Background: an optimization exercise with open tools, aiming at small area and a short achievable clock period. Do not read the settings as production practice.
In this exercise RTL edits were held to simulation tests only and were not proved equivalent to the original.
Power figures rest on the tool's default switching activity, not on a simulated workload.

File: design/flow/design.v
module Viterbi_Decoder(
    input [1:0] encoded_signal,
    input clk,
    input reset,
    output wire decoded_signal
);
  reg        t, tp;
  reg [2:0]  e, f;
  reg [2:0]  dr;        
  reg [35:0] re;        
  reg [3:0]  cnt;       
  reg        dec;
  wire [12:0] X, Y;
  vd_tables tables (.t(t), .e(e), .f(f), .X(X), .Y(Y));
  wire d0 = dr[0];
  wire d1 = dr[1];
  wire g10 = ~d1 & tp;
  wire g11 = d1 & ~tp;
  wire g12 = ~(g10 | g11);
  wire g20 = ~dr[2] & (tp | ~t);
  wire g21 = dr[2] & ~(tp & t);
  wire g22 = ~(g20 | g21);
  wire [35:0] ren;
  genvar k;
  generate
    for (k = 0; k < 12; k = k + 1) begin : st
      vd_col col (.s(re[3*k +: 3]), .d0(d0), .g10(g10), .g11(g11), .g12(g12),
                  .g20(g20), .g21(g21), .g22(g22), .n(ren[3*k +: 3]));
    end
  endgenerate
  wire [2:0] s13 = ren[35:33];
  wire o00, o11, o10, o01;
  vd_out outs (.s(s13), .i00(X[3:2]), .i11(X[1:0]), .i10(Y[3:2]), .i01(Y[1:0]),
               .o00(o00), .o11(o11), .o10(o10), .o01(o01));
  wire c0 = encoded_signal[0];
  wire c1 = encoded_signal[1];
  wire [2:0] en, fn, dn;
  wire       decn;
  vd_sel sel (.c0(c0), .c1(c1), .reset(reset), .v14(cnt[3:1] == 3'b111), .X(X), .Y(Y),
              .o00(o00), .o11(o11), .o10(o10), .o01(o01), .en(en), .fn(fn), .dn(dn), .decn(decn));
  always @(posedge clk) begin
    if (reset) begin
      t   <= 1'b0;
      e   <= 3'b101;    
      f   <= 3'b000;    
      cnt <= 4'd0;
    end else begin
      t   <= c0 ^ c1;
      e   <= en;
      f   <= fn;
      if (cnt != 4'd15) cnt <= cnt + 4'd1;
    end
    tp  <= t;
    dr  <= dn;
    re  <= {ren[32:0], dr};
    dec <= decn;
  end
  assign decoded_signal = dec;
endmodule
module vd_tables(
    input t,
    input [2:0] e,
    input [2:0] f,
    output [12:0] X,
    output [12:0] Y
);
  assign X[0] = (~t & ~e[2] & ~f[2]) | (t & e[2] & f[1]) | (t & e[2] & ~f[2]) | (~e[1] & ~e[0] & f[0]) | (~t & ~e[2] & f[0]) | (~e[1] & ~e[0] & ~f[2]);
  assign X[1] = (f[2] & ~f[1]) | (~e[2] & f[2] & ~f[0]) | (~t & f[2] & ~f[0]) | (t & ~e[2] & e[0] & f[2]);
  assign X[2] = (~t & ~e[2] & e[0] & ~f[2]) | (t & e[2] & ~f[2]) | (t & e[2] & f[1] & f[0]) | (~t & ~e[2] & e[1]);
  assign X[3] = (f[2] & ~f[1]) | (~e[2] & f[2] & ~f[0]) | (t & f[2] & ~f[0]) | (~t & ~e[2] & e[0] & f[2]);
  assign X[4] = (t & f[2]) | (~t & ~f[2] & f[0]) | (~t & ~f[2] & f[1]);
  assign X[5] = (~e[2] & ~e[1]) | (e[2] & e[1] & e[0]) | (t & e[2]) | (~t & ~e[2]);
  assign X[6] = (t & e[2] & ~e[1]) | (~t & ~e[2] & e[1] & e[0]);
  assign X[7] = (~e[0] & ~f[0]) | (~t & ~e[2] & ~f[2]) | (t & e[0] & f[2] & f[0]) | (~e[0] & ~f[2]) | (~t & e[1] & ~f[2]) | (~e[2] & e[1]) | (~t & f[2] & ~f[0]) | (e[2] & ~e[1] & f[1]);
  assign X[8] = (~t & ~f[2]) | (~t & ~f[1]) | (~t & e[2] & ~e[1]) | (~e[1] & ~e[0] & ~f[2]) | (e[2] & e[0] & ~f[2]) | (t & e[1] & f[1] & f[0]);
  assign X[9] = (~t & ~f[2]) | (e[2] & ~e[1]) | (e[2] & ~f[2]) | (~e[1] & ~e[0] & ~f[2]) | (t & e[2] & f[1] & f[0]);
  assign X[10] = (t & ~f[2]) | (~e[0] & ~f[0]) | (~t & e[0] & f[2] & f[0]) | (~e[0] & ~f[2]) | (~e[2] & e[1]) | (t & ~f[0]) | (e[2] & ~e[1] & f[1]);
  assign X[11] = (t & ~f[2]) | (~e[1] & ~e[0] & ~f[1]) | (~t & e[1] & f[1] & f[0]) | (e[2] & e[1] & e[0] & ~f[2]) | (t & ~f[1]) | (t & e[2] & ~e[1]);
  assign X[12] = (t & ~f[2]) | (e[2] & ~e[1]) | (e[2] & ~f[2]) | (~e[1] & ~e[0] & ~f[2]) | (~t & e[2] & f[1] & f[0]);
  assign Y[0] = (~t & ~e[2] & ~f[2]) | (t & e[2] & ~f[2]) | (t & e[2] & ~e[1]) | (t & e[2] & ~e[0]);
  assign Y[1] = (~e[2] & f[2]) | (e[1] & e[0] & f[2]) | (t & ~e[1] & ~f[1] & ~f[0]);
  assign Y[2] = (~t & ~e[2] & ~f[2] & f[0]) | (t & e[2] & ~f[2]) | (~t & ~f[2] & f[1]) | (t & e[2] & ~e[1]) | (t & e[2] & ~e[0]);
  assign Y[3] = (~e[2] & f[2]) | (e[1] & e[0] & f[2]) | (~t & ~e[2] & ~f[1] & ~f[0]);
  assign Y[4] = (t & e[2]) | (~t & ~e[2] & e[0]) | (~t & ~e[2] & e[1]);
  assign Y[5] = (~f[2] & ~f[1]) | (f[2] & f[1] & f[0]) | (t & f[2]) | (~t & ~f[2]);
  assign Y[6] = (t & f[2] & ~f[1]) | (~t & ~f[2] & f[1] & f[0]);
  assign Y[7] = (~t & ~e[2]) | (~e[0] & ~f[0]) | (t & e[2] & e[0] & f[0]) | (~e[2] & ~f[0]) | (~f[2] & f[1]) | (~t & ~e[0]) | (f[2] & ~f[1]);
  assign Y[8] = (~t & ~e[1]) | (~t & ~e[2]) | (~t & f[2] & ~f[1]) | (~e[1] & ~f[1] & ~f[0]) | (~e[2] & f[2] & f[0]) | (t & e[1] & e[0] & f[1]);
  assign Y[9] = (~t & ~e[2]) | (~e[2] & f[2]) | (f[2] & ~f[1]) | (~e[2] & ~f[1] & ~f[0]) | (t & e[1] & e[0] & f[2]);
  assign Y[10] = (t & ~e[2]) | (~e[0] & ~f[0]) | (~t & e[2] & e[0] & f[0]) | (~e[2] & ~f[0]) | (t & ~e[0]) | (~f[2] & f[1]) | (f[2] & ~f[1]);
  assign Y[11] = (t & ~e[2]) | (~e[1] & ~f[1] & ~f[0]) | (~e[2] & f[2] & f[0]) | (~t & e[1] & e[0] & f[1]) | (t & ~e[1]) | (t & f[2] & ~f[1]);
  assign Y[12] = (t & ~e[2]) | (~e[2] & f[2]) | (f[2] & ~f[1]) | (~e[2] & ~f[1] & ~f[0]) | (~t & e[1] & e[0] & f[2]);
endmodule
module vd_col(
    input [2:0] s,
    input d0, g10, g11, g12, g20, g21, g22,
    output [2:0] n
);
  assign n[0] = ~(d0 ? s[1] : s[0]);
  assign n[1] = ~((g10 & s[0]) | (g11 & s[1]) | (g12 & s[2]));
  assign n[2] = ~((g20 & s[0]) | (g21 & s[1]) | (g22 & s[2]));
endmodule
module vd_out(
    input [2:0] s,
    input [1:0] i00, i11, i10, i01,
    output o00, o11, o10, o01
);
  function pick(input [2:0] v, input [1:0] i);
    pick = i[1] ? v[2] : (i[0] ? v[1] : v[0]);
  endfunction
  assign o00 = pick(s, i00);
  assign o11 = pick(s, i11);
  assign o10 = pick(s, i10);
  assign o01 = pick(s, i01);
endmodule
module vd_sel(
    input c0, c1, reset, v14,
    input [12:0] X,
    input [12:0] Y,
    input o00, o11, o10, o01,
    output [2:0] en,
    output [2:0] fn,
    output [2:0] dn,
    output decn
);
  assign en = c1 ? (c0 ? X[9:7]   : Y[9:7])   : (c0 ? Y[12:10] : X[12:10]);
  assign fn = c1 ? (c0 ? X[12:10] : Y[12:10]) : (c0 ? Y[9:7]   : X[9:7]);
  assign dn = c1 ? (c0 ? {X[6], X[4], X[5]} : {Y[6], Y[5], Y[4]})
                 : (c0 ? {Y[5], Y[6], Y[4]} : {X[5], X[4], X[6]});
  wire on = c1 ? (c0 ? o11 : o01) : (c0 ? o10 : o00);
  assign decn = ~reset & v14 & on;
endmodule
File: design/flow/flow/run.sh
#!/bin/bash
# The standard layout (the standard.sh, unchanged synthesis), with two
# optimisation knobs: port buffers of a normal buffer cell instead of the
# delay cell buffer_ports picks by default, and a setup margin so that the
# resizer's repair works towards a shorter period than the 10 ns constraint.
# The constraints (constraint.sdc) are not changed.
set -euo pipefail
bash standard.sh \
  "BUFFER_PORTS_ARGS=-buffer_cell sky130_fd_sc_hd__buf_2" \
  SETUP_SLACK_MARGIN=${MARGIN:-7.0} \
  finish > make_finish.log 2>&1
File: design/flow/standard.sh
#!/bin/bash
# synth_recipe.tcl (not shown) runs the flow's synth.tcl, then flattens the netlist and writes it again
# the make line also repeats each setting of config.mk as NAME=value (left out here)
make -C /OpenROAD-flow-scripts/flow DESIGN_CONFIG=/design/flow/config.mk WORK_HOME=/design/flow/orfs CLKGATE_MAP_FILE= SYNTH_SCRIPT=/design/flow/synth_recipe.tcl "${@:-finish}"
File: design/flow/config.mk
export PLATFORM = sky130hd
export DESIGN_NAME = Viterbi_Decoder
export DESIGN_NICKNAME = Viterbi_Decoder
export VERILOG_FILES = /design/flow/design.v
export SDC_FILE = /design/flow/constraint.sdc
export NUM_CORES = 4
export LEC_CHECK = 0
export CAP_MARGIN = 20
export CORE_MARGIN = 2
export CORE_UTILIZATION = 40
export SLEW_MARGIN = 20
export SYNTH_HIERARCHICAL = 1
export SYNTH_MINIMUM_KEEP_SIZE = 0
File: design/flow/constraint.sdc
create_clock -name core_clock -period 10.0 [get_ports {clk}]
set_input_delay 2.0000 -clock core_clock [delete_from_list [all_inputs] [get_ports {clk}]]
set_output_delay 2.0000 -clock core_clock [all_outputs]
set_load 0.01 [all_outputs]
==> summary.txt <==
## through the flow
step                      util, %  instances  setup WS [ns]  area (um^2)
after CTS                   42.96        331          7.036         2713
after floorplan                 -        254          7.013         2594
after global placement      41.54        323          6.727         2623
final                       43.00        331          7.131         2715
after detailed placement    41.54        323          6.697         2623
after global routing        43.00        331          7.102         2715
## sequential cells by signal (all words and copies together), names as in the netlist
| signal | cells |
|---|---|
| re | 36 |
| cnt | 4 |
| dr | 3 |
| e | 3 |
| f | 3 |
| dec | 1 |
| t | 1 |
| tp | 1 |
## cells in the final DEF (no fill, tap or decap), types with 3 or more instances in the layout
master	synthesis	final
dfxtp_1	52	52
a222oi_1	24	24
mux2i_1	20	20
nand2_1	19	19
nor2_1	12	12
a21oi_1	11	11
o21ai_0	10	10
nor2b_1	7	7
mux4_2	7	7
inv_1	6	6
xnor2_1	5	5
clkbuf_8	0	5
nand2b_1	4	4
o21ai_1	4	4
o221ai_1	4	4
nand3_1	3	3
ha_1	3	3
o22ai_1	3	3
a22o_1	3	3
buf_2	7	3
## power by group
part	leakage (nW)	switching, mW	internal, mW
clock network	0.0445	0.0715	0.0498
registers	0.437	0.0940	0.297
logic	0.543	0.136	0.154
## Yosys stat by module, one instance, submodules excluded
module / cells inside / flip-flops and latches / times used / cell area (um^2)
Viterbi_Decoder: 84 / 52 / 1 / 1269
vd_tables: 103 / 0 / 1 / 611.8
vd_sel: 19 / 0 / 1 / 274.0
vd_out: 12 / 0 / 1 / 75.07
vd_col: 3 / 0 / 12 / 30.03
## metal layers
metal	vias up	global-route usage, %	share of wire, %
met3	7	3.736	6.2
met4	0	5.051	1.2
met1	984	24.51	50
li1	1000	-	-
met2	73	23.30	43
met5	-	0	0
## critical path, delay by kind of cell
family | cells | cell delay (ns)
muxes | 1 | 0.52
and+or+nand+nor | 1 | 0.28
buffers and inverters | 1 | 0.26
## path summary, 6_finish.rpt
check	from	endpoint	slack, ns	cells past startpoint
min	dr[1]	re[1]	0.38	0
max reg2reg	t	dec	7.34	7
min reg2reg	dr[1]	re[1]	0.38	0
max	encoded_signal[0]	e[0]	7.13	3
## cells by family (layout without fill, tap and decap cells)
logic type | Yosys count | after routing | share of synthesized area, %
DFF | 52 | 52 | 40.19
AOI/OAI and AO/OA | 79 | 79 | 23.72
xor gates and xnor gates | 6 | 6 | 2.029
and+or+nand+nor | 64 | 64 | 12.80
buffers and inverters | 22 | 22 | 4.976
muxes | 28 | 28 | 14.83
adders and majority gates | 3 | 3 | 1.449
## timing repair
action | 4_1_cts | 5_1_grt
buffers inserted | 0 | 0
gates resized for setup | 0 | 1
setup endpoints to repair | 0 | 2
## cell type report
class	instances	area share, %
well taps	77	3.548
repair buffers	6	1.382
flip-flops and latches	52	38.34
inverters	8	1.106
clock inverters	3	0.7834
clock buffers	5	2.535
multi-input cells	180	52.30
==> summary.txt <==
Die Y-Extent=about 84 um; vias in the first global route=~2,000; pwr/cell area=approximately 300 nW/um^2; Critical-path top delay cell=mux4_2; gp weighted congestion=approximately 0.84; insertion delay to the later sink of the worst-skew pair=roughly 0.3 ns; leakage power=around 1.0 nW; Synth area leaders=dfxtp_1 40%, a222oi_1 9.3%, mux2i_1 7.7%; WP data arrival=3.07 ns; Initial Util=around two fifths; Synth cell types=51; Post-Synthesis Cells=approximately 250; vias post-DR=between 2,000 and 2,500; Area Growth Syn to Fin=4.831%; Slew HR=33.74%; Buffers on Ports=4; largest net degree at the start of global routing=32; status=timing/DRC/antenna clean; first-pass GRT wire length=roughly 9.7 mm; gr ovfl total=0; fill count=between 600 and 700; htree depth=2; DIE WIDTH=~84 um; Initial DRT Pass Iterations=7; Post-DRT Antenna Nets=0; WS Path Type=in -> reg; Top FF cell, synth=dfxtp_1; Fmax=around 350 MHz; Inserted Clock Buffers=5; Syn Nets=between 200 and 300; WL final=~5.5 mm; crit end category=register; multi-input logic area=1420 um^2; nets=260; 1st-iter DRT viols=~260; number of diodes=0; final hold vios=0; Yosys top cell by area=dfxtp_1; final setup fails=0; Post-synth EDFFs=0; CP cell instances=clkbuf_4, mux4_2, or2_2; mean area per synthesized cell=between 10 and 15 um^2; largest stage delay on the critical path=roughly 0.52 ns; warnings from Yosys=8; maxcap violations=0; clock skew=about 0.002 ns; initial antenna violation count=0; Peak VDD IR=about 110 uV; I/O pin total=5; fin crit period=approximately 2.9 ns; register area share after synthesis=about two fifths; clock slew at reported path FFs=about 0.10 ns; most frequent cells after synthesis=52 x dfxtp_1, 24 x a222oi_1, 20 x mux2i_1, 19 x nand2_1, 12 x nor2_1; row count=29; share of cells above drive strength 1=approximately 11%; RSZ-0062 raised after global routing=false; Hold Buf Count CTS=0; ys async rst share=0%; WP data required=between 10 and 15 ns; root buffer cell=clkbuf_8; Worst Path Max Fanout=13; CTS tree=built; top-count cell post-synth=dfxtp_1; Final Max Tran Viols=0; CP startpoint kind=input pin; die area=~7100 um^2; top cell type's share of synthesized area=approximately 40%; worst slew pin tran=0.9939 ns; total power draw=roughly 800 uW; HP Class=reg -> reg; synthesized area=between 2000 and 3000 um^2; FF+latch area=between 1000 and 1500 um^2; DRC violations left=0; wire per inst=around 17 um; TNS Setup=0 ns; Final HPWL DP=3.510 mm; CTS Sinks=52; worst-case clock buffer depth=2; Hold WS=between 0.3 and 0.4 ns; Avg Vias per Cell=between 6 and 7; GRT Total Usage=between 10% and 20%; Seq cells post-synth=52; CORE AREA=6314 um^2; Final period util=between 20 and 30%

==> what the ideal ports hide <==
The results above use ideal ports. As a check the final layout listed here was re-extracted and re-timed, cells and wires unchanged. Step 1 (the two cells are an assumption about what drives the block):
set clk [get_ports {clk}]
set_driving_cell -lib_cell sky130_fd_sc_hd__clkbuf_16 $clk
set_driving_cell -lib_cell sky130_fd_sc_hd__buf_2 [delete_from_list [all_inputs] $clk]
Step 2, shift: input delay + t, output delay - t, t = (earliest + latest rising clock arrival at the registers) / 2. This alone moves slack from input paths to output paths. Three values: ideal, step 1, step 2; two values: the first two.
shift t [ns]: 0.330
slack for setup (ns): 7.131 / 7.137 / 6.807
hold slack, ns: 0.382 / 0.382 / 0.382
worst slew at a driven data input, ns: 0.03
After both steps this run still meets setup and hold. The setup slack of this run moves by +0.006 ns with the drivers and by -0.324 ns with both steps.
